Context: an optimization exercise on an open-source flow, tuned for small area. The choices shown serve that exercise and are no tape-out recipe.
Only simulation tests tie the RTL to the original design; equivalence was not proved.
Power and IR drop assume default switching activity.

Design top, start of the top module:
module top
  (input [0:0] clk_12mhz_i
  ,input [0:0] reset_n_async_unsafe_i
  ,input [3:1] button_async_unsafe_i
  ,output [7:0] ssd_o
  ,output [5:1] led_o);
clock: 10.0 ns
lec_check: 0
cap_margin: 20
core_margin: 2
core_utilization: 40
cts_buf_list: sky130_fd_sc_hd__clkbuf_4
cts_cluster_diameter: 200
cts_cluster_size: 50
slew_margin: 20
synth_hierarchical: 1
synth_minimum_keep_size: 0
run.sh (not shown) runs the stock make flow with config.mk's settings and CLKGATE_MAP_FILE= SYNTH_SCRIPT=/design/flow/synth_recipe.tcl, a recipe that flattens the netlist after the stock synthesis.
Then changed:
Settings changed: CORE_UTILIZATION 40 to 30.
The changed run completed with no timing, DRC or antenna violations.
First-iteration DRC count fell by 28%.
Sequential cell count is unchanged.
Total power stays flat.
Register-to-register slack stays flat.
Wire length grows by about 4.4%.


Another version of the RTL of top (not shown whole).
For scale: ~39 flip-flops, roughly 18 I/O pins.
// top
module top
  (input [0:0] clk_12mhz_i
  ,input [0:0] reset_n_async_unsafe_i
  ,input [3:1] button_async_unsafe_i
  ,output [7:0] ssd_o
  ,output [5:1] led_o);
   logic [0:0] btn1_st_r_0;
   logic [0:0] btn1_st_r_1;
   logic [0:0] btn1_st_r_2;
   logic [0:0] btn1_st_r_3;
   logic [0:0] btn2_st_r_0;
   logic [0:0] btn2_st_r_1;
   logic [0:0] btn2_st_r_2;
   logic [0:0] count_r_0;
   logic [0:0] count_r_1;
   logic [0:0] count_r_2;
   logic [0:0] count_r_3;
   logic [0:0] count_r_4;
   logic [0:0] count_r_5;
   logic [0:0] count_r_6;
   logic [0:0] count_r_7;
   logic [0:0] reset_n_sync_r;
   logic [0:0] reset_r;
   logic [0:0] thi_r_0;
   logic [0:0] thi_r_1;
   logic [0:0] thi_r_2;
   logic [0:0] thi_r_3;
   logic [0:0] thi_r_4;
   logic [0:0] thi_r_5;
   logic [0:0] thi_r_6;
   logic [0:0] thi_r_7;
   logic [0:0] thi_r_8;
   logic [0:0] tlo_r_0;
   logic [0:0] tlo_r_1;
   logic [0:0] tlo_r_10;
   logic [0:0] tlo_r_11;
   logic [0:0] tlo_r_12;
   logic [0:0] tlo_r_2;
   logic [0:0] tlo_r_3;
   logic [0:0] tlo_r_4;
   logic [0:0] tlo_r_5;
   logic [0:0] tlo_r_6;
   logic [0:0] tlo_r_7;
   logic [0:0] tlo_r_8;
   logic [0:0] tlo_r_9;
   wire [0:0] n20;
   wire [0:0] n21;
   wire [0:0] n23;
   wire [0:0] n25;
   wire [0:0] n27;
   wire [0:0] n29;
   wire [0:0] n31;
   wire [0:0] n32;
   wire [0:0] n34;
   wire [0:0] n36;
   wire [0:0] n38;
   wire [0:0] n40;
   wire [0:0] n42;
   wire [0:0] n44;
   wire [0:0] n46;
   wire [0:0] n48;
   wire [0:0] n50;
   wire [0:0] n52;
   wire [0:0] n54;
   wire [0:0] n56;
   wire [0:0] n58;
   wire [0:0] n59;
   wire [0:0] n61;
   wire [0:0] n62;
   wire [0:0] n64;
   wire [0:0] n65;
   wire [0:0] n67;
   wire [0:0] n68;
   wire [0:0] n69;
   wire [0:0] n72;
  ...
make LEC_CHECK=0 CAP_MARGIN=20 CORE_MARGIN=2 CORE_UTILIZATION=40 CTS_BUF_LIST=sky130_fd_sc_hd__clkbuf_16 CTS_CLUSTER_DIAMETER=200 CTS_CLUSTER_SIZE=50 SLEW_MARGIN=20 SYNTH_HIERARCHICAL=1 SYNTH_MINIMUM_KEEP_SIZE=0 finish   # period 10.0 ns
The starting point completed with no timing, DRC or antenna violations.
Then changed:
Settings changed: CORE_UTILIZATION 40 to 70, CTS_BUF_LIST sky130_fd_sc_hd__clkbuf_16 to sky130_fd_sc_hd__clkbuf_4, PLACE_DENSITY set to 0.8.
The new run finished clean; non-clock buffer count stays the same; cell area is lower by 4.5%; sequential power hardly moves; sequential share of layout area goes up by 1.9 points; critical path depth is unchanged; die area decreases by 41%; synthesized area stays the same; core utilization rose by 36 points; routed wire length went up by 18%; global-route usage increases by 13 points; worst setup slack got worse by 0.14 ns.
Then changed:
Settings changed: CORE_UTILIZATION 70 to 40, CTS_CLUSTER_DIAMETER 200 to 50, CTS_CLUSTER_SIZE 50 to 20, PLACE_DENSITY 0.8 to not set.
Outcome: Die area increases by 69%. Design area hardly moves. Core utilization decreases by 38 points. Synthesized area does not change. Wire length decreases by 15%. Worst setup slack gains 0.045 ns. Register-to-register slack gains 0.31 ns.


top again, from the RTL that the note above started with.
clock: 10.0 ns
lec_check: 0
cap_margin: 20
core_margin: 2
core_utilization: 40
cts_buf_list: sky130_fd_sc_hd__clkbuf_8
cts_cluster_diameter: 200
cts_cluster_size: 50
slew_margin: 20
synth_hierarchical: 1
synth_minimum_keep_size: 0
The first run completed with no timing, DRC or antenna violations.
Edit:
--- a/flow/config.mk
+++ b/flow/config.mk
@@ -11 +11 @@
-export CTS_BUF_LIST = sky130_fd_sc_hd__clkbuf_8
+export CTS_BUF_LIST = sky130_fd_sc_hd__clkbuf_2 sky130_fd_sc_hd__clkbuf_4
Power is lower by about 13%.
Hold slack improved by 0.0080 ns.
Via count is higher by about 0.7%.
